Context: an optimization exercise on an open-source flow, tuned for small area. The choices shown serve that exercise and are no tape-out recipe. Where RTL was checked, it was by simulation tests only, not by an equivalence proof against the original. No functional check of the RTL was part of runs 1 to 4. Power is estimated from default activity; no workload was simulated.

`flow/config.mk`:
```
export PLATFORM = sky130hd
export DESIGN_NAME = WaveGenerator
export DESIGN_NICKNAME = WaveGenerator
export VERILOG_FILES = /design/flow/design.v
export SDC_FILE = /design/flow/constraint.sdc
export NUM_CORES = 4
export LEC_CHECK = 0
export CAP_MARGIN = 20
export CORE_MARGIN = 2
export CORE_UTILIZATION = 40
export SLEW_MARGIN = 20
```
`flow/standard.sh`:
```
#!/bin/bash
# synth_recipe.tcl (not shown) runs the flow's synth.tcl, then flattens the netlist and writes it again
# the make line also repeats each setting of config.mk as NAME=value (left out here)
make -C /OpenROAD-flow-scripts/flow DESIGN_CONFIG=/design/flow/config.mk WORK_HOME=/design/flow/orfs CLKGATE_MAP_FILE= SYNTH_SCRIPT=/design/flow/synth_recipe.tcl "${@:-finish}"
```
`flow/constraint.sdc`:
```
create_clock -name core_clock -period 6.0 [get_ports {clk}]
set_input_delay 1.2000 -clock core_clock [delete_from_list [all_inputs] [get_ports {clk}]]
set_output_delay 1.2000 -clock core_clock [all_outputs]
set_load 0.01 [all_outputs]
```
`flow/design.v`:
```
module NCO #(N = 32)(
  input clk,
  input rst,                  
  input [N-1:0] ctrl,         
  output reg [15:0] sin_out   
);
reg [N-1:0] phase;
reg [7:0] ph1, ph2;
always @(posedge clk) begin
  if (rst)
    phase <= {N{1'b0}};
  else
    phase <= phase + ctrl;
  ph1 <= phase[N-1:N-8];
  ph2 <= ph1;
end
reg [5:0] sin_lut_sel;
reg [15:0] sin_lut_val;
always @(*) begin
  sin_lut_sel = ph2[6] ? ~(ph2[5:0]-1'b1) : ph2[5:0];
  if (ph2[6] & ~|ph2[5:0]) begin
    sin_out = ph2[7] ? 16'b10000000_00000001 : 16'b01111111_11111111;
  end else begin
    sin_out = ph2[7] ? (~sin_lut_val+1'b1) : sin_lut_val;
  end
  case(sin_lut_sel)
    6'h00 : sin_lut_val = 16'h0000;
    6'h01 : sin_lut_val = 16'h0324;
    6'h02 : sin_lut_val = 16'h0648;
    6'h03 : sin_lut_val = 16'h096A;
    6'h04 : sin_lut_val = 16'h0C8C;
    6'h05 : sin_lut_val = 16'h0FAB;
    6'h06 : sin_lut_val = 16'h12C8;
    6'h07 : sin_lut_val = 16'h15E2;
    6'h08 : sin_lut_val = 16'h18F9;
    6'h09 : sin_lut_val = 16'h1C0B;
    6'h0A : sin_lut_val = 16'h1F1A;
    6'h0B : sin_lut_val = 16'h2223;
    6'h0C : sin_lut_val = 16'h2528;
    6'h0D : sin_lut_val = 16'h2826;
    6'h0E : sin_lut_val = 16'h2B1F;
    6'h0F : sin_lut_val = 16'h2E11;
    6'h10 : sin_lut_val = 16'h30FB;
    6'h11 : sin_lut_val = 16'h33DF;
    6'h12 : sin_lut_val = 16'h36BA;
    6'h13 : sin_lut_val = 16'h398C;
    6'h14 : sin_lut_val = 16'h3C56;
    6'h15 : sin_lut_val = 16'h3F17;
    6'h16 : sin_lut_val = 16'h41CE;
    6'h17 : sin_lut_val = 16'h447A;
    6'h18 : sin_lut_val = 16'h471C;
    6'h19 : sin_lut_val = 16'h49B4;
    6'h1A : sin_lut_val = 16'h4C3F;
    6'h1B : sin_lut_val = 16'h4EBF;
    6'h1C : sin_lut_val = 16'h5133;
    6'h1D : sin_lut_val = 16'h539B;
    6'h1E : sin_lut_val = 16'h55F5;
    6'h1F : sin_lut_val = 16'h5842;
    6'h20 : sin_lut_val = 16'h5A82;
    6'h21 : sin_lut_val = 16'h5CB3;
    6'h22 : sin_lut_val = 16'h5ED7;
    6'h23 : sin_lut_val = 16'h60EB;
    6'h24 : sin_lut_val = 16'h62F1;
    6'h25 : sin_lut_val = 16'h64E8;
    6'h26 : sin_lut_val = 16'h66CF;
    6'h27 : sin_lut_val = 16'h68A6;
    6'h28 : sin_lut_val = 16'h6A6D;
    6'h29 : sin_lut_val = 16'h6C23;
    6'h2A : sin_lut_val = 16'h6DC9;
    6'h2B : sin_lut_val = 16'h6F5E;
    6'h2C : sin_lut_val = 16'h70E2;
    6'h2D : sin_lut_val = 16'h7254;
    6'h2E : sin_lut_val = 16'h73B5;
    6'h2F : sin_lut_val = 16'h7504;
    6'h30 : sin_lut_val = 16'h7641;
    6'h31 : sin_lut_val = 16'h776B;
    6'h32 : sin_lut_val = 16'h7884;
    6'h33 : sin_lut_val = 16'h7989;
    6'h34 : sin_lut_val = 16'h7A7C;
    6'h35 : sin_lut_val = 16'h7B5C;
    6'h36 : sin_lut_val = 16'h7C29;
    6'h37 : sin_lut_val = 16'h7CE3;
    6'h38 : sin_lut_val = 16'h7D89;
    6'h39 : sin_lut_val = 16'h7E1D;
    6'h3A : sin_lut_val = 16'h7E9C;
    6'h3B : sin_lut_val = 16'h7F09;
    6'h3C : sin_lut_val = 16'h7F61;
    6'h3D : sin_lut_val = 16'h7FA6;
    6'h3E : sin_lut_val = 16'h7FD8;
    6'h3F : sin_lut_val = 16'h7FF5;
  endcase
end
endmodule
module Chirp #(N = 32)(
  input clk,
  input rst,
  input [7:0] delay,           
  input reverse,               
  input [N-1:0] min_ctrl,      
  input [N-1:0] max_ctrl,      
  input [N-1:0] inc_rate,      
  input [N-1:0] div_rate,      
  output reg nco_reset,        
  output reg [N-1:0] nco_ctrl  
);
wire [N-1:0] stt_ctrl;
wire [N-1:0] end_ctrl;
wire end_flag;
assign stt_ctrl = reverse ? max_ctrl : min_ctrl;
assign end_ctrl = reverse ? min_ctrl : max_ctrl;
assign end_flag = reverse ? (nco_ctrl <= end_ctrl) : (nco_ctrl >= end_ctrl);
reg [N-1:0] rate_count;
reg [7:0] delay_count;
always @(posedge clk) begin
  if (rst) begin
    rate_count <= {N{1'b0}};
    delay_count <= 4'b0;
    nco_reset <= 1'b1;
    nco_ctrl <= {N{1'b0}};
  end else begin
    if (end_flag) begin
      nco_ctrl <= stt_ctrl;
      rate_count <= rate_count + 1'b1;
    end else if (rate_count >= div_rate) begin
      nco_ctrl <= reverse ? nco_ctrl - inc_rate : nco_ctrl + inc_rate;
      rate_count <= {N{1'b0}};
    end else
      rate_count <= rate_count + 1'b1;
    if (end_flag) begin
      if (delay_count >= delay)
        delay_count <= 8'b0;
      else
        delay_count <= delay_count + 1'b1;
    end
    nco_reset <= |delay_count;
  end
end
endmodule
module WaveGenerator #(N = 32, M = 16)(
  input clk,
  input rst,
  input chirp_reverse,             
  input [7:0] chirp_delay,         
  input [N-1:0] chirp_min_ctrl,    
  input [N-1:0] chirp_max_ctrl,    
  input [N-1:0] chirp_inc_rate,    
  input [N-1:0] chirp_div_rate,    
  output [M-1:0] waveform          
);
wire chirp_nco_reset;
wire [N-1:0] chirp_nco_ctrl;
NCO #(.N(N)) NCO0 (
  .clk     ( clk             ),
  .rst     ( chirp_nco_reset ),
  .ctrl    ( chirp_nco_ctrl  ),
  .sin_out ( waveform        )
);
Chirp #(.N(N)) Chirp0 (
  .clk       ( clk             ),
  .rst       ( rst             ),
  .delay     ( chirp_delay     ),
  .reverse   ( chirp_reverse   ),
  .min_ctrl  ( chirp_min_ctrl  ),
  .max_ctrl  ( chirp_max_ctrl  ),
  .inc_rate  ( chirp_inc_rate  ),
  .div_rate  ( chirp_div_rate  ),
  .nco_reset ( chirp_nco_reset ),
  .nco_ctrl  ( chirp_nco_ctrl  )
);
endmodule
```
`flow/flow/run.sh`:
```
#!/bin/bash
# Standard layout flow, unchanged.
bash standard.sh > standard.log 2>&1
```
==> results of run 1 <==
==> cells by family after synthesis <==
family                     Yosys count  synth area share (%)
xor gates and xnor gates           108                  7.17
DFF                                121                  18.0
buffers and inverters              189                  5.78
and+or+nand+nor                    563                  21.3
adders and majority gates          154                  14.4
muxes                               73                  5.48
AOI/OAI and AO/OA                  532                  27.9
==> per-layer routing <==
metal	GRT usage [%]	wire, µm
met1	30.1	18800
met5	0	0
met2	37.5	18500
met4	6.39	623
met3	2.78	2070
==> final cells by class <==
cell class	instances	share of cell area [%]
multi-input combinational	1430	63.3
sequential	121	14.9
timing repair buffer	218	12.5
tap	448	3.44
clock buffer	23	3.06
inverter	99	2.28
clock inverter	8	0.569
==> state kept, by name, summed over array words and instances, names as in the netlist <==
name / cells
Chirp0.delay_count: 8
NCO0.phase: 32
Chirp0.nco_ctrl: 32
NCO0.ph1: 8
NCO0.ph2: 8
Chirp0.nco_reset: 1
Chirp0.rate_count: 32
==> per-stage QoR <==
stage	setup WS, ps	total power [µW]	instances
global placement	418	4210	2306
CTS	136	5290	2337
global route	-23.4	5780	2347
finish	274	5390	2347
detailed placement	318	4240	2306
floorplan	672	3250	1740
==> power by group through the flow <==
stage                     sequential (µW)  clock, µW  combinational [µW]
after global placement               1020          0                3190
after global routing                 1020       1090                3670
after detailed placement             1020          0                3220
final                                1000       1030                3360
after CTS                            1000       1050                3240
after floorplan                       970          0                2280
==> layout by cell type, fill, tap and decap left out, types with 45 or more instances in the layout <==
| cell type | count |
|---|---|
| sky130_fd_sc_hd__a21o_1 | 54 |
| sky130_fd_sc_hd__and2_1 | 45 |
| sky130_fd_sc_hd__o21ai_0 | 76 |
| sky130_fd_sc_hd__ha_1 | 151 |
| sky130_fd_sc_hd__inv_1 | 97 |
| sky130_fd_sc_hd__mux2i_1 | 67 |
| sky130_fd_sc_hd__nand2_1 | 127 |
| sky130_fd_sc_hd__clkdlybuf4s50_1 | 153 |
| sky130_fd_sc_hd__a21oi_1 | 130 |
| sky130_fd_sc_hd__nor3_1 | 51 |
| sky130_fd_sc_hd__a211oi_1 | 45 |
| sky130_fd_sc_hd__xnor2_1 | 80 |
| sky130_fd_sc_hd__nor2_1 | 144 |
| sky130_fd_sc_hd__dfxtp_1 | 121 |
| sky130_fd_sc_hd__buf_4 | 64 |
==> worst reg2reg max path: stages (launching register included) <==
cell                        delay [ps]
sky130_fd_sc_hd__dfxtp_1           520
sky130_fd_sc_hd__ha_1              310
sky130_fd_sc_hd__nor2b_1           130
sky130_fd_sc_hd__o211ai_1          170
sky130_fd_sc_hd__a21oi_1           100
sky130_fd_sc_hd__o21ai_0           220
sky130_fd_sc_hd__o2111ai_1         260
sky130_fd_sc_hd__a221oi_1          330
sky130_fd_sc_hd__buf_4             210
sky130_fd_sc_hd__and2_0            530
sky130_fd_sc_hd__buf_4             260
sky130_fd_sc_hd__nand4_1            90
sky130_fd_sc_hd__o32ai_1           290
==> what timing repair did <==
item | CTS | global route
setup endpoints to repair | 0 | 10
setup buffers | 0 | 10
endpoints found under the hold margin | 0 | 0
resized for setup | 0 | 7
==> path summary, 6_finish.rpt <==
kind                 startpoint  cells past startpoint  slack [ps]             endpoint
max reg2reg  Chirp0.nco_ctrl[1]                     12        2510  Chirp0.nco_ctrl[31]
max                 NCO0.ph2[0]                     16         270          waveform[7]
min                 NCO0.ph1[0]                      0         320          NCO0.ph2[0]
min reg2reg         NCO0.ph1[0]                      0         320          NCO0.ph2[0]
==> metrics.yaml, run 1 <==
worstMarginPinSlew_ps: 903
cts_root_buffer: "sky130_fd_sc_hd__clkbuf_16"
setup_total_negative_slack_ps: 0
via_count: 13400
synth_fp_nets: 2033
path_class: "register to primary output"
cp_max_fo: 9
post-route-drc-count: 0
worst_hold_margin_ps: 325
cts.clk_slew.worst_paths_ps: 50
leakage_uw: 0.00703
final.fill_count: 3368
post_drt_wl_per_cell_um: 17.0
area_taken_by_flip_flops_and_latches_um2: 2420
final_layout_size_suffix_gt1_share_pct: 7.74
start_util_pct: 40.4
post_synth_main_area_contributors: "sky130_fd_sc_hd__dfxtp_1, sky130_fd_sc_hd__ha_1, sky130_fd_sc_hd__xnor2_1, sky130_fd_sc_hd__mux2i_1, sky130_fd_sc_hd__a21oi_1"
dominantRegCellSynth: "sky130_fd_sc_hd__dfxtp_1"
synth_area_um2: 13500
groute.usage.overall_pct: 22.4
final_area_um2: 16300
outcome: "timing/DRC/antenna clean"
totalWireLength_um: 40000
num_rows: 67
pwr-share-clk_pct: 19.1
grt_start_max_net_pins: 49
critPathBufInv: 3
tritoncts: "built"
synth.avg_cell_area_um2: 7.74
post-synth-top-area-cell: "sky130_fd_sc_hd__dfxtp_1"
synth.distinct_cells: 104
cpMaxStageDelayCell: "sky130_fd_sc_hd__clkdlybuf4s50_1"
yosys_warnings: 2
clk_latency_ps: 430
synth_seq_area_share_pct: 18.0
timing.max_slew.rel_slack_pct: 39.7
antenna_found_initial: 0
hold_path_class: "register to register"
fp.dieArea_um2: 35100
ys_seq_elements: 121
max_freq_mhz: 175
postSynth.asyncResetShare_pct: 0
drt-pass1-iter-count: 5
max-clock-path-buffers: 2
finalCritPeriodShare_pct: 95.4
area_growth_pct: 20.9
dp.final_hpwl_um: 31100
final_core_utilization_pct: 48.8
grt_setup_unrepaired: "true"
grt_first_pass_wirelength_um: 64600
drtAntennaViolNets: 0
n_antenna_cell: 0
powerDensity_nw_per_um2: 331
place.port_buffers: 154
h-tree-depth: 4
core_um2: 33400
power_frac_seq_pct: 18.6
placement.cell_area_um2: 15600
cp-start-kind: "register"
fp.dieW_um: 187
power.combinational.fraction_pct: 62.3
cts-buffers-inserted: 17
critical_path_required_ps: 4800
boundaryPins: 155
critical-path-top-delay-family: "compound AO/OA/AOI/OAI gates"
detail_route.vias_per_cell: 5.72
multi_input_area_um2: 10300
vdd.ir_drop.worst_mv: 0.191
net-switching-power_uw: 2360
timing.final.crit_period_ps: 5730
cells_after_synthesis: 1740
overflow: 0
number_of_global_route_vias_before_repair: 12600
synth_enable_flop_cells: 0
internal_power_uw: 3030
hold_viol_final: 0
sw_frac_of_total_pct: 43.8
crit_chain: "inv_1, ha_1, nand2_1, o21ai_0, inv_1, ha_2, or2_2, nor3_1, a311oi_1, o2111ai_1, nand3_1, a31oi_4, nand2_2, o41ai_2, xnor2_1, clkdlybuf4s50_1"
drv_slew: 0
place_congestion: 0.924
drt_first_iter_violations: 969
most_prevalent_standard_cell_on_the_critical_path: "sky130_fd_sc_hd__inv_1"
crit_path_end_kind: "primary output"
cp_data_arrival_time_ps: 4530
critPathMaxStageDelay_ps: 560
skew_ps: 17.8
yosys-top-cells-count: "sky130_fd_sc_hd__ha_1, sky130_fd_sc_hd__nor2_1, sky130_fd_sc_hd__a21oi_1"
synth_top_cell_area_share_pct: 18.0
setup_failing_eps_final: 0
max_cap_violations: 0
fin_nets: 2180
post-synth-top-count-cell: "sky130_fd_sc_hd__ha_1"
chipHeight_um: 187
tritoncts_num_sinks: 121
cts.hold.buffers_added: 0
==> run 2, diff against run 1 <==
--- a/flow/design.v
+++ b/flow/design.v
@@ -4,13 +4,25 @@
   input [N-1:0] ctrl,         
   output reg [15:0] sin_out   
 );
+function automatic [N-1:0] add;
+  input [N-1:0] a, b;
+  integer i;
+  reg c;
+  begin
+    c = 1'b0;
+    for (i = 0; i < N; i = i + 1) begin
+      add[i] = a[i] ^ b[i] ^ c;
+      c = (a[i] & b[i]) | (c & (a[i] ^ b[i]));
+    end
+  end
+endfunction
 reg [N-1:0] phase;
 reg [7:0] ph1, ph2;
 always @(posedge clk) begin
   if (rst)
     phase <= {N{1'b0}};
   else
-    phase <= phase + ctrl;
+    phase <= add(phase, ctrl);
   ph1 <= phase[N-1:N-8];
   ph2 <= ph1;
 end
@@ -103,29 +115,63 @@
   output reg nco_reset,        
   output reg [N-1:0] nco_ctrl  
 );
-wire [N-1:0] stt_ctrl;
-wire [N-1:0] end_ctrl;
-wire end_flag;
-assign stt_ctrl = reverse ? max_ctrl : min_ctrl;
-assign end_ctrl = reverse ? min_ctrl : max_ctrl;
-assign end_flag = reverse ? (nco_ctrl <= end_ctrl) : (nco_ctrl >= end_ctrl);
+function automatic ge;
+  input [N-1:0] a, b;
+  integer i;
+  reg c;
+  begin
+    c = 1'b1;
+    for (i = 0; i < N; i = i + 1)
+      c = (a[i] & ~b[i]) | (c & ~(a[i] ^ b[i]));
+    ge = c;
+  end
+endfunction
+function automatic [N-1:0] add;
+  input [N-1:0] a, b;
+  input ci;
+  integer i;
+  reg c;
+  begin
+    c = ci;
+    for (i = 0; i < N; i = i + 1) begin
+      add[i] = a[i] ^ b[i] ^ c;
+      c = (a[i] & b[i]) | (c & (a[i] ^ b[i]));
+    end
+  end
+endfunction
+function automatic [N-1:0] inc;
+  input [N-1:0] a;
+  integer i;
+  reg c;
+  begin
+    c = 1'b1;
+    for (i = 0; i < N; i = i + 1) begin
+      inc[i] = a[i] ^ c;
+      c = c & a[i];
+    end
+  end
+endfunction
+wire [N-1:0] stt_ctrl = reverse ? max_ctrl : min_ctrl;
+wire end_flag = reverse ? ge(min_ctrl, nco_ctrl) : ge(nco_ctrl, max_ctrl);
 reg [N-1:0] rate_count;
 reg [7:0] delay_count;
+wire step = ge(rate_count, div_rate);
+wire [N-1:0] nco_step = add(nco_ctrl, inc_rate ^ {N{reverse}}, reverse);
 always @(posedge clk) begin
   if (rst) begin
     rate_count <= {N{1'b0}};
-    delay_count <= 4'b0;
+    delay_count <= 8'b0;
     nco_reset <= 1'b1;
     nco_ctrl <= {N{1'b0}};
   end else begin
     if (end_flag) begin
       nco_ctrl <= stt_ctrl;
-      rate_count <= rate_count + 1'b1;
-    end else if (rate_count >= div_rate) begin
-      nco_ctrl <= reverse ? nco_ctrl - inc_rate : nco_ctrl + inc_rate;
+      rate_count <= inc(rate_count);
+    end else if (step) begin
+      nco_ctrl <= nco_step;
       rate_count <= {N{1'b0}};
     end else
-      rate_count <= rate_count + 1'b1;
+      rate_count <= inc(rate_count);
     if (end_flag) begin
       if (delay_count >= delay)
         delay_count <= 8'b0;
==> flow/run.sh (new file) <==
#!/bin/bash
# synth_recipe.tcl (not shown) runs the flow's synth.tcl, then flattens the netlist and writes it again
# the make line also repeats each setting of config.mk as NAME=value (left out here)
make -C /OpenROAD-flow-scripts/flow DESIGN_CONFIG=/design/flow/config.mk WORK_HOME=/design/flow/orfs CLKGATE_MAP_FILE= SYNTH_SCRIPT=/design/flow/synth_recipe.tcl finish
removed: flow/flow/run.sh
removed: flow/standard.sh
==> metrics.yaml, run 2 <==
vdd.ir_drop.worst_mv: 0.193
boundaryPins: 155
design_power_total_uw: 5270
cp_max_fo: 2
layout_commonest_cell: "sky130_fd_sc_hd__clkdlybuf4s50_1"
synth_simple_gate_area_share_pct: 14.9
tritoncts_num_sinks: 121
worstMarginPinSlew_ps: 974
worst_hold_margin_ps: 323
clk_latency_ps: 410
groute.usage.overall_pct: 21.1
drtAntennaViolNets: 0
most_prevalent_standard_cell_on_the_critical_path: "sky130_fd_sc_hd__fa_2"
synth_area_um2: 11500
final_layout_size_suffix_gt1_share_pct: 17.9
yosys_warnings: 2
post_drt_wl_per_cell_um: 16.6
leakage_uw: 0.00631
skew_ps: 10.7
finalCritPeriodShare_pct: 204
number_of_global_route_vias_before_repair: 10300
cp-start-kind: "register"
drt_first_iter_violations: 859
post_synth_main_area_contributors: "sky130_fd_sc_hd__dfxtp_1, sky130_fd_sc_hd__ha_1, sky130_fd_sc_hd__fa_1, sky130_fd_sc_hd__a211oi_1, sky130_fd_sc_hd__inv_1"
n_antenna_cell: 0
path_class: "register to register"
cp_data_arrival_time_ps: 12500
chipHeight_um: 174
hold_viol_final: 0
critical_path_required_ps: 6280
top_library_cells_by_usage_in_the_layout_fill_and_taps_aside: "sky130_fd_sc_hd__clkdlybuf4s50_1, sky130_fd_sc_hd__inv_1, sky130_fd_sc_hd__dfxtp_1, sky130_fd_sc_hd__ha_1, sky130_fd_sc_hd__buf_4"
synth_seq_area_share_pct: 21.1
check-failures: "negative setup slack"
timing.max_slew.rel_slack_pct: 35.0
synth.avg_cell_area_um2: 8.72
post_synthesis_compound_gate_area_fraction_pct: 21.9
max-clock-path-buffers: 2
fin_nets: 1836
detailroute.wirelength.met2_um: 14700
post-synth-top-area-cell: "sky130_fd_sc_hd__dfxtp_1"
cts.hold.buffers_added: 0
grt_start_max_net_pins: 65
setup_failing_eps_final: 37
wl_met3_um: 1490
place_congestion: 0.891
synth_top_cell_area_share_pct: 21.1
fp.dieW_um: 174
synthXorXnorAreaFrac_pct: 4.10
synth.area.mux_share_pct: 3.97
start_util_pct: 40.4
antenna_found_initial: 0
main_combinational_cell_family_by_area_after_synthesis: "adder cells"
h-tree-depth: 4
place.port_buffers: 154
area_growth_pct: 30.2
yosys-top-cells-count: "sky130_fd_sc_hd__ha_1, sky130_fd_sc_hd__inv_1, sky130_fd_sc_hd__dfxtp_1"
wl_met1_um: 14600
post-route-drc-count: 0
drt-pass1-iter-count: 5
cells_after_synthesis: 1318
cts-buffers-inserted: 17
top_regs: "Chirp0.nco_ctrl x32, Chirp0.rate_count x32, NCO0.phase x32"
detail_route.vias_per_cell: 5.43
topRoutingLayerUsed: "met4"
cts_root_buffer: "sky130_fd_sc_hd__clkbuf_16"
place_inst: 1851
hold_path_class: "register to register"
cts.clk_slew.worst_paths_ps: 60
max_cap_violations: 0
via_count: 10200
ff2ff_setup_slack_ps: -6230
powerDensity_nw_per_um2: 352
overflow: 0
timing.final.crit_period_ps: 12230
fp.dieArea_um2: 30100
synth_enable_flop_cells: 0
tritoncts: "built"
dominantRegCellSynth: "sky130_fd_sc_hd__dfxtp_1"
post_layout_nonfiller_instances: 1884
post-synth-top-count-cell: "sky130_fd_sc_hd__ha_1"
cpMaxStageDelayCell: "sky130_fd_sc_hd__fa_2"
num_rows: 62
ys_seq_elements: 121
postSynth.asyncResetShare_pct: 0
dp.final_hpwl_um: 23900
core_um2: 28500
grt_setup_unrepaired: "true"
outcome: "complete, but fails checks"
synth.distinct_cells: 82
synth_fp_nets: 1667
timing.final.ws_setup_ps: -6230
drv_slew: 0
synth_fa_ha_area_share_pct: 26.8
totalWireLength_um: 31300
critPathMaxStageDelay_ps: 390
max_freq_mhz: 81.8
grt_first_pass_wirelength_um: 52400
crit_path_end_kind: "register"
-- run 2: cell count changes after synthesis, moves of 23 or more --
cell / before / now
sky130_fd_sc_hd__inv_1: 97 / 123
sky130_fd_sc_hd__xor2_1: 27 / 4
sky130_fd_sc_hd__a21o_1: 54 / 23
sky130_fd_sc_hd__mux2i_1: 67 / 40
sky130_fd_sc_hd__a21oi_1: 130 / 62
sky130_fd_sc_hd__nor3_1: 51 / 25
sky130_fd_sc_hd__a211oi_1: 45 / 77
sky130_fd_sc_hd__nand2_1: 128 / 42
sky130_fd_sc_hd__xnor2_1: 80 / 48
sky130_fd_sc_hd__fa_1: 2 / 60
sky130_fd_sc_hd__nor2_1: 145 / 74
-- run 2: timing repair --
item                                    in CTS  in global routing
resized for setup                           28                 36
endpoints found under the setup margin      44                 45
buffers inserted                             0                  1
pin swaps                                    5                  2
-- run 2: final cells by class --
class / instances / area [µm²]
clock buffers: 17 / 425
clock inverters: 15 / 235
fillers: 2679 / 13500
inverters: 126 / 475
multi-input cells: 984 / 8750
flip-flops and latches: 121 / 2430
well taps: 384 / 480
repair buffers: 237 / 2170
-- run 2: where the power goes --
| group | leakage (µW) | total [µW] | switching (µW) | internal (µW) |
|---|---|---|---|---|
| clock | 0.000316 | 1140 | 398 | 746 |
| combinational | 0.00500 | 3060 | 1650 | 1410 |
| sequential | 0.000990 | 1070 | 143 | 924 |
-- run 2: final timing paths --
path / startpoint / end / depth (start not counted)
worst max-delay path: Chirp0.nco_ctrl[0] / NCO0.phase[31] / 34
worst min-delay path: NCO0.ph1[5] / NCO0.ph2[5] / 0
worst max register to register: Chirp0.nco_ctrl[0] / NCO0.phase[31] / 34
worst min register to register: NCO0.ph1[5] / NCO0.ph2[5] / 0
-- run 2: metrics by stage --
step | TNS [ps] | setup slack [ps] | util (%) | instance area (µm²)
6_report | -122490 | -6230 | 52.6 | 15000
3_3_place_gp | -137120 | -6830 | 49.3 | 14000
3_5_place_dp | -139410 | -6930 | 49.3 | 14000
5_1_grt | -131110 | -6610 | 52.6 | 15000
4_1_cts | -123380 | -6330 | 51.7 | 14700
2_1_floorplan | -127310 | -6420 | - | 11800
-- run 2: kinds of logic (layout without fill, tap and decap cells) --
family | count (synthesis) | after routing
compound gates | 360 | 360
simple gates | 317 | 317
buf+inv | 213 | 395
fa+ha+maj | 210 | 210
flops | 121 | 121
xor+xnor | 53 | 53
mux | 44 | 44
-- run 2: worst max-delay path: cells and delay by family, from the launching register on --
| family | cells | cell delay (ps) |
|---|---|---|
| flops | 1 | 330 |
| xor+xnor | 2 | 280 |
| fa+ha+maj | 31 | 11400 |
| simple gates | 1 | 50 |
-- run 2: metal layers --
layer	track usage [%]	vias to the layer above
met3	3.33	36
met4	5.90	0
met1	28.7	4805
li1	-	5068
met5	0	-
met2	34.9	316
==> run 3, diff against run 2 <==
==> flow/flow/run.sh (new file) <==
#!/bin/bash
# Standard ORFS layout, with two changes:
#  - synthesis maps logic with an area-oriented ABC script (flow/abc.script)
#    and leaves adders as plain logic (no full/half-adder cells); registers
#    are the standard synthesis's (same passes up to mapping, same names)
#  - ports are buffered with the smallest buffer
set -u
W=$(pwd)
export MY_ABC_SCRIPT=$W/flow/abc.script
export MY_ABC_D=${MY_ABC_D:-4000}
export MY_NO_FA=1
bash standard.sh SYNTH_SCRIPT=$W/flow/my_synth.tcl \
  BUFFER_PORTS_ARGS="-buffer_cell sky130_fd_sc_hd__buf_1" finish > standard.log 2>&1
==> flow/flow/abc.script (new file) <==
strash
dch
map {D}
topo
stime -c
==> flow/flow/my_synth.tcl (new file) <==
proc synth {args} { yosys synth -nofsm -noshare {*}$args }
if { [info exists ::env(MY_ABC_SCRIPT)] && $::env(MY_ABC_SCRIPT) ne "" } {
  proc abc {args} {
    set i [lsearch -exact $args -script]
    if { $i >= 0 } { set args [lreplace $args $i [expr {$i + 1}] -script $::env(MY_ABC_SCRIPT)] }
    set i [lsearch -exact $args -D]
    if { $i >= 0 && [info exists ::env(MY_ABC_D)] } { set args [lreplace $args $i [expr {$i + 1}] -D $::env(MY_ABC_D)] }
    puts "my abc: $args"
    yosys abc {*}$args
  }
}
if { [info exists ::env(MY_NO_FA)] && $::env(MY_NO_FA) eq "1" } {
  proc extract_fa {args} { puts "extract_fa skipped" }
}
source $::env(SCRIPTS_DIR)/synth.tcl
# left out here: clear keep_hierarchy, flatten, clean up, hide names made inside functions, write 1_2_yosys.v
==> flow/standard.sh (new file) <==
#!/bin/bash
# synth_recipe.tcl (not shown) runs the flow's synth.tcl, then flattens the netlist and writes it again
# the make line also repeats each setting of config.mk as NAME=value (left out here)
make -C /OpenROAD-flow-scripts/flow DESIGN_CONFIG=/design/flow/config.mk WORK_HOME=/design/flow/orfs CLKGATE_MAP_FILE= SYNTH_SCRIPT=/design/flow/synth_recipe.tcl "${@:-finish}"
removed: flow/run.sh
==> metrics.yaml, run 3 <==
worst_setup_path_startpoint: "chirp_reverse"
drt-pass1-iter-count: 7
cts_root_buffer: "sky130_fd_sc_hd__clkbuf_16"
h-tree-depth: 4
clk_latency_ps: 420
post_layout_nonfiller_instances: 1977
setup_failing_eps_final: 0
path_class: "input pin to register"
post-route-drc-count: 0
start_util_pct: 41.1
finalCritPeriodShare_pct: 97.4
synth_fp_nets: 1483
critPathBufInv: 32
place_congestion: 0.939
num_rows: 53
yosys_warnings: 2
grt_first_pass_wirelength_um: 44200
antenna_found_initial: 3
critPathMaxStageDelay_ps: 170
top_library_cells_by_usage_in_the_layout_fill_and_taps_aside: "sky130_fd_sc_hd__nor2_1, sky130_fd_sc_hd__clkinv_1, sky130_fd_sc_hd__buf_4, sky130_fd_sc_hd__nand2_1, sky130_fd_sc_hd__buf_1"
post-synth-top-count-cell: "sky130_fd_sc_hd__nor2_1"
vdd.ir_drop.worst_mv: 0.177
detail_route.vias_per_cell: 5.29
design_power_total_uw: 3220
ys_seq_elements: 121
via_count: 10500
place.port_buffers: 154
synth.distinct_cells: 33
synth_area_um2: 8690
crit-reg2reg-capture: "Chirp0.nco_ctrl[6]"
placement.cell_area_um2: 10400
tritoncts: "built"
cpMaxStageDelayCell: "sky130_fd_sc_hd__o21ai_4"
layout_commonest_cell: "sky130_fd_sc_hd__nor2_1"
timing.max_slew.rel_slack_pct: 40.6
dominantRegCellSynth: "sky130_fd_sc_hd__dfxtp_1"
max-clock-path-buffers: 2
synth.avg_cell_area_um2: 6.47
timing.final.crit_period_ps: 5850
cts-buffers-inserted: 17
cts.clk_slew.worst_paths_ps: 60
max_cap_violations: 0
area_growth_pct: 36.6
postSynth.asyncResetShare_pct: 0
fp.dieArea_um2: 22900
worst_hold_margin_ps: 324
yosys-top-cells-count: "sky130_fd_sc_hd__nor2_1, sky130_fd_sc_hd__clkinv_1, sky130_fd_sc_hd__nand2_1"
cp_max_fo: 7
hold_path_class: "register to register"
post_synth_main_area_contributors: "sky130_fd_sc_hd__dfxtp_1, sky130_fd_sc_hd__nor2_1, sky130_fd_sc_hd__clkinv_1, sky130_fd_sc_hd__a21oi_1, sky130_fd_sc_hd__nand2_1"
drtAntennaViolNets: 0
cp_data_arrival_time_ps: 6200
final.fill_count: 2095
cells_after_synthesis: 1344
endpoint: "Chirp0.nco_ctrl[6]"
number_of_global_route_vias_before_repair: 9447
post_drt_wl_per_cell_um: 14.3
skew_ps: 12.2
dp.final_hpwl_um: 20000
synth_enable_flop_cells: 0
post-synth-top-area-cell: "sky130_fd_sc_hd__dfxtp_1"
final_area_um2: 11900
ff2ff_setup_slack_ps: 350
synth_seq_area_share_pct: 27.9
drv_slew: 0
totalWireLength_um: 28200
tritoncts_num_sinks: 121
chipHeight_um: 151
synth_top_cell_area_share_pct: 27.9
fp.dieW_um: 151
grt_start_max_net_pins: 35
ff2ff_path_depth: 40
hold_viol_final: 0
top_regs: "Chirp0.nco_ctrl x32, Chirp0.rate_count x32, NCO0.phase x32"
critical-path-top-delay-family: "buffers and inverters"
groute.usage.overall_pct: 24.2
leakage_uw: 0.00445
place_inst: 1868
core_um2: 21200
boundaryPins: 155
most_prevalent_standard_cell_on_the_critical_path: "sky130_fd_sc_hd__buf_4"
critical_path_required_ps: 6350
drt_first_iter_violations: 585
worst-path-stages: 41
cp-start-kind: "input pin"
worstMarginPinSlew_ps: 886
max_freq_mhz: 171
powerDensity_nw_per_um2: 271
crit_path_end_kind: "register"
fin_nets: 1827
rr_startpoint: "Chirp0.nco_ctrl[1]"
overflow: 0
outcome: "timing/DRC/antenna clean"
final_layout_size_suffix_gt1_share_pct: 17.5
==> run 3: cell count changes after synthesis, moves of 82 or more <==
cell,change
sky130_fd_sc_hd__inv_1,-123
sky130_fd_sc_hd__clkinv_1,+199
sky130_fd_sc_hd__nand2_1,+131
sky130_fd_sc_hd__a21oi_1,+82
sky130_fd_sc_hd__ha_1,-150
sky130_fd_sc_hd__nor2_1,+145
==> run 3: worst min path at each step <==
| stage | cells past startpoint | slack (ps) | from | endpoint |
|---|---|---|---|---|
| 6_report | 0 | 320 | NCO0.ph1[6] | NCO0.ph2[6] |
| 5_1_grt | 0 | 330 | NCO0.ph1[6] | NCO0.ph2[6] |
| 4_1_cts | 0 | 330 | NCO0.ph1[0] | NCO0.ph2[0] |
| 3_5_place_dp | 0 | 310 | NCO0.ph1[0] | NCO0.ph2[0] |
| 3_3_place_gp | 0 | 310 | NCO0.ph1[5] | NCO0.ph2[5] |
| 2_1_floorplan | 0 | 310 | NCO0.ph1[0] | NCO0.ph2[0] |
==> run 3: timing repair <==
action	4_1_cts	5_1_grt
endpoints found under the hold margin	0	0
pin swaps	17	45
setup buffers	71	10
endpoints found under the setup margin	8	77
resized for setup	24	76
gates cloned	0	0
hold buffers	0	0
==> run 3: final cells by class <==
class / instances / area [µm²] / area share [%]
multi-input combinational: 1024 / 5880 / 49.5
sequential: 121 / 2420 / 20.4
timing repair buffer: 325 / 1910 / 16.1
inverter: 199 / 766 / 6.45
clock buffer: 17 / 425 / 3.58
tap: 275 / 344 / 2.90
clock inverter: 15 / 115 / 0.970
antenna: 1 / 2.50 / 0.0211
==> run 3: logic make-up (layout without fill, tap and decap cells) <==
family | count (synthesis) | count (layout) | share of synthesized area (%)
other | 0 | 1 | 0
adders and majority gates | 1 | 1 | 0.115
buffers and inverters | 199 | 556 | 8.60
DFF | 121 | 121 | 27.9
AOI/OAI and AO/OA | 457 | 457 | 31.4
and+or+nand+nor | 459 | 459 | 21.2
xor gates and xnor gates | 107 | 107 | 10.8
==> run 3: power by group <==
| group | switching (µW) | total (µW) | leakage [µW] | internal (µW) |
|---|---|---|---|---|
| clock network | 406 | 940 | 0.000263 | 534 |
| logic | 757 | 1330 | 0.00320 | 577 |
| registers | 65.6 | 941 | 0.000988 | 875 |
==> run 3: stage by stage <==
step           TNS, ps  setup WS [ps]  util [%]
6_report             0            154      56.1
5_1_grt           -463          -87.7      56.1
4_1_cts          -4.05          -3.28      54.5
3_5_place_dp    -17320           -682      49.1
3_3_place_gp    -16980           -461      49.1
2_1_floorplan    -6080           -180         -
==> run 3: metal layers <==
metal | track usage, % | routed length (µm) | up-vias
li1 | - | - | 5325
met3 | 4.67 | 1840 | 70
met1 | 29.2 | 12000 | 4705
met4 | 10.8 | 870 | 4
met5 | 0 | 26 | -
met2 | 41.5 | 13500 | 358
==> run 4, diff against run 3 <==
==> flow/flow/run.sh (replaced) <==
#!/bin/bash
# Standard ORFS layout, with these changes:
#  - synthesis maps logic with an area-oriented ABC script (flow/abc.script)
#    and leaves adders as plain logic (no full/half-adder cells); registers
#    are the standard synthesis's (same passes up to mapping, same names)
#  - ports are buffered with the smallest buffer
set -u
W=$(pwd)
export MY_ABC_SCRIPT=$W/flow/abc.script
export MY_NO_FA=1
bash standard.sh SYNTH_SCRIPT=$W/flow/my_synth.tcl \
  BUFFER_PORTS_ARGS="-buffer_cell sky130_fd_sc_hd__buf_1" finish > standard.log 2>&1
==> flow/flow/abc.script (replaced) <==
strash
dch
amap
topo
stime -c
==> metrics.yaml, run 4 <==
chipHeight_um: 148
path_class: "input pin to register"
hold_path.startpoint: "NCO0.ph1[2]"
wl_met3_um: 1500
timing.max_slew.rel_slack_pct: 32.9
detail_route.vias_per_cell: 5.42
leakage_uw: 0.00490
n_antenna_cell: 0
synth_area_um2: 8340
num_rows: 52
hold_viol_final: 0
synth.distinct_cells: 40
fp.dieArea_um2: 22000
cts-buffers-inserted: 17
worst_setup_path_startpoint: "chirp_min_ctrl[0]"
endpoint: "Chirp0.delay_count[7]"
drv_slew: 0
post_synth_main_area_contributors: "sky130_fd_sc_hd__dfxtp_1, sky130_fd_sc_hd__nor2_1, sky130_fd_sc_hd__a21oi_1, sky130_fd_sc_hd__o21ai_0, sky130_fd_sc_hd__a211oi_1"
worstMarginPinSlew_ps: 1000
via_count: 11200
synthXorXnorAreaFrac_pct: 0
place.port_buffers: 154
cts.clk_slew.worst_paths_ps: 60
final_layout_size_suffix_gt1_share_pct: 32.7
cells_after_synthesis: 1295
final_core_utilization_pct: 66.8
tritoncts_num_sinks: 121
top_library_cells_by_usage_in_the_layout_fill_and_taps_aside: "sky130_fd_sc_hd__buf_4, sky130_fd_sc_hd__nor2_1, sky130_fd_sc_hd__buf_1, sky130_fd_sc_hd__clkinv_1, sky130_fd_sc_hd__a21oi_1"
crit_path_end_kind: "register"
main_combinational_cell_family_by_area_after_synthesis: "compound AO/OA/AOI/OAI gates"
antenna_found_initial: 0
topRoutingLayerUsed: "met4"
synth_enable_flop_cells: 0
skew_ps: 15.2
setup_total_negative_slack_ps: -143560
timing.final.ws_setup_ps: -1960
overflow: 0
start_util_pct: 40.9
synth_simple_gate_area_share_pct: 22.4
crit-reg2reg-capture: "NCO0.phase[31]"
cpMaxStageDelayCell: "sky130_fd_sc_hd__a221o_1"
post-route-drc-count: 0
final.fill_count: 1840
drt_first_iter_violations: 540
post_synthesis_compound_gate_area_fraction_pct: 42.4
rr_startpoint: "Chirp0.nco_ctrl[1]"
cp-start-kind: "input pin"
detailroute.wirelength.met2_um: 15100
design_power_total_uw: 3290
critical_path_required_ps: 6350
setup_failing_eps_final: 81
timing.final.crit_period_ps: 7960
grt_setup_unrepaired: "true"
ys_seq_elements: 121
cp_data_arrival_time_ps: 8300
synth_seq_area_share_pct: 29.1
synth_fa_ha_area_share_pct: 0
post-synth-top-area-cell: "sky130_fd_sc_hd__dfxtp_1"
hold_path_class: "register to register"
tritoncts: "built"
clk_latency_ps: 420
area_growth_pct: 63.2
post-synth-top-count-cell: "sky130_fd_sc_hd__nor2_1"
drtAntennaViolNets: 0
core_um2: 20400
synth.avg_cell_area_um2: 6.44
most_prevalent_standard_cell_on_the_critical_path: "sky130_fd_sc_hd__a21oi_1"
top_regs: "Chirp0.nco_ctrl x32, Chirp0.rate_count x32, NCO0.phase x32"
post_drt_wl_per_cell_um: 14.5
postSynth.asyncResetShare_pct: 0
totalWireLength_um: 30100
check-failures: "negative setup slack"
cts.hold.buffers_added: 0
layout_commonest_cell: "sky130_fd_sc_hd__buf_4"
wl_met1_um: 13000
powerDensity_nw_per_um2: 242
number_of_global_route_vias_before_repair: 10400
synth_top_cell_area_share_pct: 29.1
drt-pass1-iter-count: 6
grt_first_pass_wirelength_um: 47300
max_cap_violations: 0
vdd.ir_drop.worst_mv: 0.178
max-clock-path-buffers: 2
groute.usage.overall_pct: 26.1
finalCritPeriodShare_pct: 133
fin_nets: 1933
synth_fp_nets: 1434
boundaryPins: 155
max_freq_mhz: 126
ff2ff_path_depth: 64
h-tree-depth: 4
yosys_warnings: 2
critPathMaxStageDelay_ps: 250
cts_root_buffer: "sky130_fd_sc_hd__clkbuf_16"
ff2ff_setup_slack_ps: -1880
cp_max_fo: 3
outcome: "complete, but fails checks"
dominantRegCellSynth: "sky130_fd_sc_hd__dfxtp_1"
fp.dieW_um: 148
synth.area.mux_share_pct: 0
grt_start_max_net_pins: 50
place_congestion: 0.918
dp.final_hpwl_um: 19600
yosys-top-cells-count: "sky130_fd_sc_hd__nor2_1, sky130_fd_sc_hd__a21oi_1, sky130_fd_sc_hd__clkinv_1"
[run 4: where the power goes]
part	total, µW	internal (µW)	switching, µW
combinational	1320	571	750
sequential	944	874	69.8
clock	1020	630	392
[run 4: repair_timing]
action	CTS	global route
setup endpoints to repair	91	100
buffers inserted	78	27
gates resized for setup	109	130
cloned	5	1
pin swaps	16	23
hold endpoints to repair	0	0
[run 4: kinds of logic (layout without fill, tap and decap cells)]
group / Yosys count / in the layout
AND/OR/NAND/NOR: 476 / 479
AO/OA/AOI/OAI: 562 / 562
flip-flops: 121 / 121
buffers and inverters: 136 / 644
[run 4: how the worst min path moves through the flow]
stage	cells past startpoint	endpoint
floorplan	0	NCO0.ph2[0]
global placement	0	NCO0.ph2[5]
detailed placement	0	NCO0.ph2[2]
CTS	0	NCO0.ph2[2]
global route	0	NCO0.ph2[2]
finish	0	NCO0.ph2[2]
[run 4: routing by layer]
metal | global-route usage [%] | vias up
li1 | - | 5776
met3 | 4.29 | 49
met5 | 0 | -
met1 | 32.0 | 5114
met4 | 8.00 | 0
met2 | 46.8 | 307
[run 4: metrics by stage]
stage,area (µm²),cells,hold WS [ps],worst slack (ps)
floorplan,8720,1295,310,-1970
global placement,11300,1942,311,-2490
detailed placement,11300,1942,312,-2520
CTS,13100,2056,321,-1970
global route,13600,2076,322,-2620
finish,13600,2076,320,-1960
[run 4: area by class of cell]
type / count / area [µm²] / share of cell area [%]
multi-input cells: 1041 / 6460 / 47.5
repair buffers: 475 / 3160 / 23.3
flip-flops and latches: 121 / 2430 / 17.9
inverters: 136 / 584 / 4.30
clock buffers: 20 / 457 / 3.36
well taps: 270 / 338 / 2.48
clock inverters: 11 / 123 / 0.901
repair inverters: 2 / 46.3 / 0.340
[run 4: worst max-delay path, delay by kind of cell]
family / cells / cell delay (ps)
compound gates: 41 / 5070
buf+inv: 1 / 70
simple gates: 19 / 1960
==> run 5, diff against run 4 <==
--- a/flow/design.v
+++ b/flow/design.v
@@ -1,4 +1,4 @@
-module NCO #(N = 32)(
+module NCO #(N = 32, B = 8)(
   input clk,
   input rst,                  
   input [N-1:0] ctrl,         
@@ -6,13 +6,24 @@
 );
 function automatic [N-1:0] add;
   input [N-1:0] a, b;
-  integer i;
-  reg c;
-  begin
+  integer i, k;
+  reg c, G, P;
+  reg [N-1:0] g, p;
+  begin
+    g = a & b;
+    p = a ^ b;
     c = 1'b0;
-    for (i = 0; i < N; i = i + 1) begin
-      add[i] = a[i] ^ b[i] ^ c;
-      c = (a[i] & b[i]) | (c & (a[i] ^ b[i]));
+    for (k = 0; k < N; k = k + B) begin
+      G = 1'b0; P = 1'b1;
+      for (i = k; i < k + B; i = i + 1) begin
+        G = g[i] | (p[i] & G);
+        P = P & p[i];
+      end
+      for (i = k; i < k + B; i = i + 1) begin
+        add[i] = p[i] ^ c;
+        c = g[i] | (p[i] & c);
+      end
+      c = G | (P & c);
     end
   end
 endfunction
@@ -103,7 +114,7 @@
   endcase
 end
 endmodule
-module Chirp #(N = 32)(
+module Chirp #(N = 32, B = 8)(
   input clk,
   input rst,
   input [7:0] delay,           
@@ -117,37 +128,58 @@
 );
 function automatic ge;
   input [N-1:0] a, b;
-  integer i;
-  reg c;
+  integer i, k;
+  reg c, G, T;
   begin
     c = 1'b1;
-    for (i = 0; i < N; i = i + 1)
-      c = (a[i] & ~b[i]) | (c & ~(a[i] ^ b[i]));
+    for (k = 0; k < N; k = k + B) begin
+      G = 1'b0; T = 1'b1;
+      for (i = k; i < k + B; i = i + 1) begin
+        G = (a[i] & ~b[i]) | ((a[i] | ~b[i]) & G);
+        T = T & (a[i] | ~b[i]);
+      end
+      c = G | (T & c);
+    end
     ge = c;
   end
 endfunction
 function automatic [N-1:0] add;
   input [N-1:0] a, b;
   input ci;
-  integer i;
-  reg c;
-  begin
+  integer i, k;
+  reg c, G, P;
+  reg [N-1:0] g, p;
+  begin
+    g = a & b;
+    p = a ^ b;
     c = ci;
-    for (i = 0; i < N; i = i + 1) begin
-      add[i] = a[i] ^ b[i] ^ c;
-      c = (a[i] & b[i]) | (c & (a[i] ^ b[i]));
+    for (k = 0; k < N; k = k + B) begin
+      G = 1'b0; P = 1'b1;
+      for (i = k; i < k + B; i = i + 1) begin
+        G = g[i] | (p[i] & G);
+        P = P & p[i];
+      end
+      for (i = k; i < k + B; i = i + 1) begin
+        add[i] = p[i] ^ c;
+        c = g[i] | (p[i] & c);
+      end
+      c = G | (P & c);
     end
   end
 endfunction
 function automatic [N-1:0] inc;
   input [N-1:0] a;
-  integer i;
-  reg c;
+  integer i, k;
+  reg c, P;
   begin
     c = 1'b1;
-    for (i = 0; i < N; i = i + 1) begin
-      inc[i] = a[i] ^ c;
-      c = c & a[i];
+    for (k = 0; k < N; k = k + B) begin
+      P = &a[k +: B];
+      for (i = k; i < k + B; i = i + 1) begin
+        inc[i] = a[i] ^ c;
+        c = c & a[i];
+      end
+      c = P & c;
     end
   end
 endfunction
==> metrics.yaml, run 5 <==
cp_data_arrival_time_ps: 8250
post_drt_wl_per_cell_um: 19.3
fp.dieArea_um2: 21900
sw_frac_of_total_pct: 40.2
grt_first_pass_wirelength_um: 67100
fin_nets: 2054
hold_path_class: "register to register"
grt_start_max_net_pins: 33
area_growth_pct: 70.3
critPathMaxStageDelay_ps: 370
cpMaxStageDelayCell: "sky130_fd_sc_hd__dfxtp_4"
totalWireLength_um: 42500
power_frac_seq_pct: 28.8
max_cap_violations: 0
powerDensity_nw_per_um2: 234
synth_top_cell_area_share_pct: 29.3
start_util_pct: 40.8
critical-path-top-delay-family: "buffers and inverters"
dominantRegCellSynth: "sky130_fd_sc_hd__dfxtp_1"
skew_ps: 20.8
cp_max_fo: 3
timing.final.ws_setup_ps: -1930
tritoncts_num_sinks: 121
ys_seq_elements: 121
boundaryPins: 155
num_rows: 52
cts.hold.buffers_added: 0
net-switching-power_uw: 1320
clk_latency_ps: 450
top_library_cells_by_usage_in_the_layout_fill_and_taps_aside: "sky130_fd_sc_hd__buf_4, sky130_fd_sc_hd__nor2_1, sky130_fd_sc_hd__buf_1, sky130_fd_sc_hd__dfxtp_1, sky130_fd_sc_hd__clkinv_1"
h-tree-depth: 4
leakage_uw: 0.00568
post-route-drc-count: 0
layout_commonest_cell: "sky130_fd_sc_hd__buf_4"
post_synth_main_area_contributors: "sky130_fd_sc_hd__dfxtp_1, sky130_fd_sc_hd__nor2_1, sky130_fd_sc_hd__a21oi_1, sky130_fd_sc_hd__o21ai_0, sky130_fd_sc_hd__clkinv_1"
final_core_utilization_pct: 69.4
core_um2: 20300
worstMarginPinSlew_ps: 726
cells_after_synthesis: 1262
overflow: 0
drt_first_iter_violations: 1407
timing.final.crit_period_ps: 7930
ff2ff_setup_slack_ps: -1930
max-clock-path-buffers: 2
antenna_found_initial: 1
post-synth-top-count-cell: "sky130_fd_sc_hd__nor2_1"
yosys-top-cells-count: "sky130_fd_sc_hd__nor2_1, sky130_fd_sc_hd__a21oi_1, sky130_fd_sc_hd__clkinv_1"
drtAntennaViolNets: 0
synth.avg_cell_area_um2: 6.56
most_prevalent_standard_cell_on_the_critical_path: "sky130_fd_sc_hd__buf_4"
max_freq_mhz: 126
via_count: 13500
finalCritPeriodShare_pct: 132
synth_area_um2: 8280
yosys_warnings: 2
detail_route.vias_per_cell: 6.12
cts.clk_slew.worst_paths_ps: 70
number_of_global_route_vias_before_repair: 13500
hold_viol_final: 0
synth_fp_nets: 1401
placement.cell_area_um2: 10300
drv_slew: 0
power.combinational.fraction_pct: 38.7
path_class: "register to register"
drt-pass1-iter-count: 6
fp.dieW_um: 148
vdd.ir_drop.worst_mv: 0.166
critPathBufInv: 53
cts_root_buffer: "sky130_fd_sc_hd__clkbuf_16"
cp-start-kind: "register"
pwr-share-clk_pct: 32.5
synth_enable_flop_cells: 0
synth_seq_area_share_pct: 29.3
place.port_buffers: 154
place_congestion: 0.912
synth.distinct_cells: 51
check-failures: "negative setup slack"
internal_power_uw: 1970
final_layout_size_suffix_gt1_share_pct: 34.8
cts-buffers-inserted: 17
tritoncts: "built"
setup_failing_eps_final: 26
groute.usage.overall_pct: 38.1
design_power_total_uw: 3300
timing.max_slew.rel_slack_pct: 51.3
crit_path_end_kind: "register"
dp.final_hpwl_um: 19900
outcome: "complete, but fails checks"
critical_path_required_ps: 6320
chipHeight_um: 148
final_area_um2: 14100
grt_setup_unrepaired: "true"
top_regs: "Chirp0.nco_ctrl x32, Chirp0.rate_count x32, NCO0.phase x32"
post-synth-top-area-cell: "sky130_fd_sc_hd__dfxtp_1"
postSynth.asyncResetShare_pct: 0
## run 5: cell count changes in the layout (fill, tap and decap cells not counted), sizes merged, moves of 22 or more
| cell | previous run | this run |
|---|---|---|
| a211oi | 77 | 55 |
| a21oi | 162 | 133 |
| buf | 474 | 633 |
| clkinv | 140 | 118 |
| inv | 2 | 24 |
| nor2 | 306 | 276 |
## run 5: kinds of logic after synthesis
group / synth area share [%]
and+or+nand+nor: 24.2
DFF: 29.3
AOI/OAI and AO/OA: 40.6
buffers and inverters: 5.94
## run 5: per-layer routing
layer / part of all wire (%) / global-route usage (%) / up-vias
met1: 37 / 43.2 / 5934
li1: - / - / 5995
met2: 44 / 61.5 / 1124
met5: 0 / 0 / -
met4: 8.2 / 26.9 / 0
met3: 11 / 11.2 / 409
## run 5: area by class of cell
class / instances / area [µm²]
diodes: 1 / 2.50
clock buffers: 18 / 439
clock inverters: 14 / 150
fillers: 1594 / 6200
inverters: 131 / 523
multi-input cells: 1010 / 5910
flip-flops and latches: 121 / 2430
well taps: 270 / 338
repair buffers: 634 / 4300
## run 5: repair_timing
action / CTS / global route
resized for setup: 69 / 135
buffers inserted: 430 / 65
pin swaps: 37 / 58
endpoints found under the hold margin: 0 / 0
endpoints found under the setup margin: 25 / 46
## run 5: worst paths after layout
check	start	endpoint	depth (start not counted)
setup reg to reg	Chirp0.nco_ctrl[1]	NCO0.phase[2]	58
setup / recovery	Chirp0.nco_ctrl[1]	NCO0.phase[2]	58
hold reg to reg	NCO0.ph1[2]	NCO0.ph2[2]	0
hold / removal	NCO0.ph1[2]	NCO0.ph2[2]	0
## run 5: power by group through the flow
stage / Clock (µW) / Sequential, µW / Combinational, µW
6_report: 1070 / 947 / 1280
5_1_grt: 1110 / 953 / 1370
4_1_cts: 1050 / 926 / 1120
3_5_place_dp: 0 / 940 / 996
3_3_place_gp: 0 / 939 / 994
2_1_floorplan: 0 / 938 / 628
## run 5: metrics by stage
step / setup slack (ps) / setup TNS, ps / hold slack, ps / instances
6_report: -1930 / -25400 / 325 / 2199
5_1_grt: -2090 / -33800 / 333 / 2199
4_1_cts: -1230 / -19860 / 328 / 2269
3_5_place_dp: -1860 / -22300 / 312 / 1816
3_3_place_gp: -1740 / -18660 / 310 / 1816
2_1_floorplan: -1090 / -6320 / 310 / 1262
## run 5: worst register-to-register path: cells and delay by family (launching register included)
family                 cells  cell delay (ps)
flip-flops                 1              370
AND/OR/NAND/NOR            2              120
buffers and inverters     53             6670
AO/OA/AOI/OAI              3              640
==> run 6, diff against run 5 <==
==> flow/flow/abc.script (replaced) <==
strash
dch
map -D 5000
topo
stime -c
==> metrics.yaml, run 6 <==
outcome: "timing/DRC/antenna clean"
synth_area_um2: 8930
max_freq_mhz: 179
post_synth_main_area_contributors: "sky130_fd_sc_hd__dfxtp_1, sky130_fd_sc_hd__nand2_1, sky130_fd_sc_hd__nor2_1, sky130_fd_sc_hd__clkinv_1, sky130_fd_sc_hd__a21oi_1"
chipHeight_um: 153
dp.final_hpwl_um: 20200
num_rows: 54
fp.dieW_um: 153
place_congestion: 0.927
drtAntennaViolNets: 0
final_core_utilization_pct: 51.0
antenna_found_initial: 4
hold_viol_final: 0
post-synth-top-area-cell: "sky130_fd_sc_hd__dfxtp_1"
yosys-top-cells-count: "sky130_fd_sc_hd__nand2_1, sky130_fd_sc_hd__nor2_1, sky130_fd_sc_hd__clkinv_1"
top_regs: "Chirp0.nco_ctrl x32, Chirp0.rate_count x32, NCO0.phase x32"
post_synthesis_compound_gate_area_fraction_pct: 22.4
cts.clk_slew.worst_paths_ps: 60
cp_data_arrival_time_ps: 5930
drv_slew: 0
synthXorXnorAreaFrac_pct: 8.63
boundaryPins: 155
clk_latency_ps: 420
h-tree-depth: 4
postSynth.asyncResetShare_pct: 0
core_um2: 21900
leakage_uw: 0.00430
cp-start-kind: "input pin"
synth_enable_flop_cells: 0
setup_failing_eps_final: 0
drt_first_iter_violations: 429
cp_max_fo: 3
post_layout_nonfiller_instances: 1973
synth_fp_nets: 1583
dominantRegCellSynth: "sky130_fd_sc_hd__dfxtp_1"
critPathMaxStageDelay_ps: 240
layout_commonest_cell: "sky130_fd_sc_hd__nand2_1"
cts-buffers-inserted: 17
fin_nets: 1817
timing.final.ws_setup_ps: 420
start_util_pct: 40.8
area_growth_pct: 25.1
yosys_warnings: 2
critical_path_required_ps: 6350
synth.area.mux_share_pct: 0
synth_simple_gate_area_share_pct: 33.1
multi_input_area_um2: 5970
cts_root_buffer: "sky130_fd_sc_hd__clkbuf_16"
number_of_global_route_vias_before_repair: 9313
powerDensity_nw_per_um2: 281
setup_total_negative_slack_ps: 0
place_inst: 1932
tritoncts_num_sinks: 121
dp_worst_setup_slack_ps: -175
cts.hold.buffers_added: 0
drt-pass1-iter-count: 8
worstMarginPinSlew_ps: 857
totalWireLength_um: 26800
crit_path_end_kind: "register"
grt_start_max_net_pins: 49
timing.final.crit_period_ps: 5580
final_layout_size_suffix_gt1_share_pct: 11.4
cells_after_synthesis: 1444
synth.avg_cell_area_um2: 6.19
groute.usage.overall_pct: 22.3
hold_path_class: "register to register"
synth_top_cell_area_share_pct: 27.1
cpMaxStageDelayCell: "sky130_fd_sc_hd__a21o_2"
final.fill_count: 2359
tritoncts: "built"
most_prevalent_standard_cell_on_the_critical_path: "sky130_fd_sc_hd__nand2_1"
max_cap_violations: 0
area_taken_by_flip_flops_and_latches_um2: 2430
overflow: 0
timing.max_slew.rel_slack_pct: 42.2
place.port_buffers: 154
vdd.ir_drop.worst_mv: 0.177
synth_fa_ha_area_share_pct: 0
ys_seq_elements: 121
finalCritPeriodShare_pct: 93.0
detail_route.vias_per_cell: 5.20
top_library_cells_by_usage_in_the_layout_fill_and_taps_aside: "sky130_fd_sc_hd__nand2_1, sky130_fd_sc_hd__nor2_1, sky130_fd_sc_hd__clkinv_1, sky130_fd_sc_hd__buf_1, sky130_fd_sc_hd__dfxtp_1"
path_class: "input pin to register"
fp.dieArea_um2: 23500
design_power_total_uw: 3140
synth_seq_area_share_pct: 27.1
skew_ps: 7.49
via_count: 10300
max-clock-path-buffers: 2
main_combinational_cell_family_by_area_after_synthesis: "simple AND/OR/NAND/NOR gates"
post-route-drc-count: 0
synth.distinct_cells: 34
post-synth-top-count-cell: "sky130_fd_sc_hd__nand2_1"
post_drt_wl_per_cell_um: 13.6
grt_first_pass_wirelength_um: 43800
-- run 6: logic make-up after synthesis --
| logic type | count (synthesis) |
|---|---|
| buffers and inverters | 210 |
| AND/OR/NAND/NOR | 696 |
| flip-flops | 121 |
| XOR/XNOR | 88 |
| AO/OA/AOI/OAI | 329 |
-- run 6: metrics by stage --
stage | instance area (µm²) | hold WS (ps)
floorplan | 8930 | 310
global placement | 10300 | 310
detailed placement | 10300 | 312
CTS | 10900 | 325
global route | 11200 | 329
finish | 11200 | 324
-- run 6: final cells by class --
| cell class | count | area share [%] |
|---|---|---|
| repair buffers | 215 | 9.45 |
| well taps | 280 | 3.14 |
| clock inverters | 15 | 1.35 |
| multi-input cells | 1113 | 53.4 |
| inverters | 210 | 7.05 |
| clock buffers | 17 | 3.81 |
| diodes | 2 | 0.0448 |
| flip-flops and latches | 121 | 21.7 |
-- run 6: critical path: cells and delay by family --
kind / cells / cell delay (ps)
AO/OA/AOI/OAI: 5 / 780
XOR/XNOR: 1 / 170
buffers and inverters: 1 / 110
AND/OR/NAND/NOR: 55 / 3660
-- run 6: path summary, 6_finish.rpt --
path                          start  depth (start not counted)                   to  slack [ps]
setup reg to reg      NCO0.phase[1]                         62       NCO0.phase[31]         680
setup / recovery  chirp_inc_rate[1]                         62  Chirp0.nco_ctrl[31]         420
hold / removal          NCO0.ph1[0]                          0          NCO0.ph2[0]         320
hold reg to reg         NCO0.ph1[0]                          0          NCO0.ph2[0]         320
-- run 6: layer usage --
| layer | track usage, % | vias to the layer above | wire length [µm] |
|---|---|---|---|
| met5 | 0 | - | 27 |
| met3 | 4.99 | 49 | 1720 |
| li1 | - | 5359 | - |
| met4 | 6.42 | 4 | 546 |
| met1 | 28.1 | 4526 | 11900 |
| met2 | 38.2 | 313 | 12600 |
-- run 6: power breakdown --
part	internal, µW	switching, µW
clock	610	388
combinational	448	734
sequential	882	75.6
-- run 6: what timing repair did --
action                     CTS  global route
setup endpoints to repair    1            15
buffers inserted             0             7
pin swaps                    0            40
gates resized for setup      2            97
==> run 7, diff against run 6 <==
--- a/flow/design.v
+++ b/flow/design.v
@@ -167,17 +167,17 @@
     end
   end
 endfunction
-function automatic [N-1:0] inc;
+function automatic [N-1:0] dec;
   input [N-1:0] a;
   integer i, k;
   reg c, P;
   begin
     c = 1'b1;
     for (k = 0; k < N; k = k + B) begin
-      P = &a[k +: B];
-      for (i = k; i < k + B; i = i + 1) begin
-        inc[i] = a[i] ^ c;
-        c = c & a[i];
+      P = ~|a[k +: B];
+      for (i = k; i < k + B; i = i + 1) begin
+        dec[i] = a[i] ^ c;
+        c = c & ~a[i];
       end
       c = P & c;
     end
@@ -185,25 +185,25 @@
 endfunction
 wire [N-1:0] stt_ctrl = reverse ? max_ctrl : min_ctrl;
 wire end_flag = reverse ? ge(min_ctrl, nco_ctrl) : ge(nco_ctrl, max_ctrl);
-reg [N-1:0] rate_count;
+reg [N-1:0] rate_count_n;     
 reg [7:0] delay_count;
-wire step = ge(rate_count, div_rate);
+wire step = ge(~div_rate, rate_count_n);
 wire [N-1:0] nco_step = add(nco_ctrl, inc_rate ^ {N{reverse}}, reverse);
 always @(posedge clk) begin
   if (rst) begin
-    rate_count <= {N{1'b0}};
+    rate_count_n <= {N{1'b1}};
     delay_count <= 8'b0;
     nco_reset <= 1'b1;
     nco_ctrl <= {N{1'b0}};
   end else begin
     if (end_flag) begin
       nco_ctrl <= stt_ctrl;
-      rate_count <= inc(rate_count);
+      rate_count_n <= dec(rate_count_n);
     end else if (step) begin
       nco_ctrl <= nco_step;
-      rate_count <= {N{1'b0}};
+      rate_count_n <= {N{1'b1}};
     end else
-      rate_count <= inc(rate_count);
+      rate_count_n <= dec(rate_count_n);
     if (end_flag) begin
       if (delay_count >= delay)
         delay_count <= 8'b0;
==> flow/flow/abc.script (replaced) <==
strash
ifraig
dch
map -D 5000
topo
stime -c
--- a/flow/config.mk
+++ b/flow/config.mk
@@ -5,7 +5,8 @@
 export SDC_FILE = /design/flow/constraint.sdc
 export NUM_CORES = 4
 export LEC_CHECK = 0
-export CAP_MARGIN = 20
+export CAP_MARGIN = 0
 export CORE_MARGIN = 2
 export CORE_UTILIZATION = 40
-export SLEW_MARGIN = 20
+export CTS_BUF_LIST = sky130_fd_sc_hd__clkbuf_4 sky130_fd_sc_hd__clkbuf_8
+export SLEW_MARGIN = 0
==> metrics.yaml, run 7 <==
outcome: "timing/DRC/antenna clean"
cpMaxStageDelayCell: "sky130_fd_sc_hd__a21o_2"
groute.usage.overall_pct: 22.6
drtAntennaViolNets: 0
top_library_cells_by_usage_in_the_layout_fill_and_taps_aside: "sky130_fd_sc_hd__nand2_1, sky130_fd_sc_hd__clkinv_1, sky130_fd_sc_hd__buf_1, sky130_fd_sc_hd__nor2_1, sky130_fd_sc_hd__dfxtp_1"
cells_after_synthesis: 1401
chipHeight_um: 152
cp_data_arrival_time_ps: 6000
drt_first_iter_violations: 415
max_cap_violations: 0
clk_latency_ps: 440
totalWireLength_um: 26200
synth_enable_flop_cells: 0
setup_total_negative_slack_ps: 0
synth_seq_area_share_pct: 27.7
boundaryPins: 155
max_freq_mhz: 178
via_count: 10200
cp-start-kind: "input pin"
yosys-top-cells-count: "sky130_fd_sc_hd__nand2_1, sky130_fd_sc_hd__clkinv_1, sky130_fd_sc_hd__nor2_1"
hold_path_class: "register to register"
grt_setup_unrepaired: "true"
finalCritPeriodShare_pct: 93.8
grt_start_max_net_pins: 51
post-synth-top-area-cell: "sky130_fd_sc_hd__dfxtp_1"
synth.distinct_cells: 36
detail_route.vias_per_cell: 5.27
fp.dieW_um: 152
number_of_global_route_vias_before_repair: 9093
critPathMaxStageDelay_ps: 210
yosys_warnings: 2
ys_seq_elements: 121
synth_top_cell_area_share_pct: 27.7
area_growth_pct: 23.6
worstMarginPinSlew_ps: 970
vdd.ir_drop.worst_mv: 0.128
cts_root_buffer: "sky130_fd_sc_hd__clkbuf_8"
final_area_um2: 10800
most_prevalent_standard_cell_on_the_critical_path: "sky130_fd_sc_hd__nand2_1"
place.port_buffers: 154
post-route-drc-count: 0
crit_path_end_kind: "register"
postSynth.asyncResetShare_pct: 0
post_synthesis_compound_gate_area_fraction_pct: 26.7
start_util_pct: 40.4
timing.final.crit_period_ps: 5630
top_regs: "Chirp0.nco_ctrl x32, Chirp0.rate_count_n x32, NCO0.phase x32"
powerDensity_nw_per_um2: 246
fp.dieArea_um2: 23000
cp_max_fo: 7
max-clock-path-buffers: 2
layout_commonest_cell: "sky130_fd_sc_hd__nand2_1"
synth_area_um2: 8740
dominantRegCellSynth: "sky130_fd_sc_hd__dfxtp_1"
setup_failing_eps_final: 0
synth_fa_ha_area_share_pct: 0.344
dp.final_hpwl_um: 19700
place_congestion: 0.951
skew_ps: 21.0
synthXorXnorAreaFrac_pct: 6.92
num_rows: 54
cts.hold.buffers_added: 0
overflow: 0
timing.max_slew.rel_slack_pct: 33.7
antenna_found_initial: 2
h-tree-depth: 4
grt_first_pass_wirelength_um: 42000
tritoncts_num_sinks: 121
critical_path_required_ps: 6370
cts-buffers-inserted: 17
placement.cell_area_um2: 10100
post_synth_main_area_contributors: "sky130_fd_sc_hd__dfxtp_1, sky130_fd_sc_hd__nand2_1, sky130_fd_sc_hd__clkinv_1, sky130_fd_sc_hd__o21ai_0, sky130_fd_sc_hd__nor2_1"
synth_simple_gate_area_share_pct: 30.5
final_layout_size_suffix_gt1_share_pct: 12.0
post-synth-top-count-cell: "sky130_fd_sc_hd__nand2_1"
synth_fp_nets: 1540
drt-pass1-iter-count: 5
drv_slew: 0
path_class: "input pin to register"
tritoncts: "built"
cts.clk_slew.worst_paths_ps: 90
post_drt_wl_per_cell_um: 13.6
fin_nets: 1774
synth.avg_cell_area_um2: 6.24
hold_viol_final: 0
synth.area.mux_share_pct: 0
leakage_uw: 0.00428
core_um2: 21600
main_combinational_cell_family_by_area_after_synthesis: "simple AND/OR/NAND/NOR gates"
run 7: changes by cell type in the layout (fill, tap and decap cells not counted), sizes merged, moves of 19 or more:
cell / delta
a21oi: -19
clkinv: -43
nand2: +62
nand3: +29
nor2: -87
nor3: -31
nor3b: -33
o21ai: +34
run 7: metal layers:
metal / up-vias / routed length (µm) / global-route usage, %
li1: 5304 / - / -
met1: 4554 / 11800 / 28.3
met2: 263 / 12500 / 38.7
met3: 44 / 1400 / 3.77
met4: 0 / 578 / 8.61
met5: - / 0 / 0
run 7: worst max-delay path: cells and delay by family:
family	cells	cell delay, ps
AO/OA/AOI/OAI	6	960
buffers and inverters	3	410
AND/OR/NAND/NOR	49	3050
XOR/XNOR	2	370
run 7: logic make-up (layout without fill, tap and decap cells):
kind of cell | Yosys count | count (layout)
buffers and inverters | 181 | 428
AO/OA/AOI/OAI | 381 | 381
flip-flops | 121 | 121
adder cells (fa/ha/maj) | 3 | 3
XOR/XNOR | 69 | 69
AND/OR/NAND/NOR | 646 | 646
other | 0 | 2
run 7: stage by stage:
step           total power, µW  utilization, %  hold slack, ps  instances  setup slack [ps]
2_1_floorplan             1540               -             310       1401               111
4_1_cts                   2640            48.5             328       1919              27.5
5_1_grt                   2850            49.9             336       1929              -167
6_report                  2650            49.9             328       1930               372
3_3_place_gp              1860            46.5             311       1886             -46.9
3_5_place_dp              1860            46.5             312       1886              -126
run 7: power breakdown:
part / total, µW / internal, µW / switching (µW)
logic: 961 / 365 / 595
clock network: 764 / 386 / 378
registers: 930 / 865 / 65.0
run 7: layout make-up:
class | count | area (µm²)
clock inverters | 15 | 176
fillers | 2279 | 10800
clock buffers | 17 | 234
diodes | 2 | 5.00
inverters | 181 | 679
repair buffers | 215 | 1070
multi-input cells | 1099 | 5850
well taps | 280 | 350
flip-flops and latches | 121 | 2430
run 7: what timing repair did:
item                       4_1_cts  5_1_grt
setup buffers                    1        9
gates resized for setup          1       92
cloned                           0        0
setup endpoints to repair        1       14
pin swaps                        1       23
run 7: path summary, 6_finish.rpt:
| path | startpoint | to | slack, ps | cells after the start |
|---|---|---|---|---|
| worst max-delay path | chirp_reverse | Chirp0.nco_ctrl[31] | 370 | 60 |
| worst min-delay path | NCO0.ph1[2] | NCO0.ph2[2] | 330 | 0 |
| worst max register to register | Chirp0.rate_count_n[1] | Chirp0.rate_count_n[31] | 670 | 44 |
| worst min register to register | NCO0.ph1[2] | NCO0.ph2[2] | 330 | 0 |

Check on run 7: ideal ports give 0.372 ns setup slack; a clkbuf_16 on the clock port and buf_2 on the inputs give 0.343 ns; moving port delays by the midpoint clock arrival (0.475 ns) as well gives -0.132 ns.
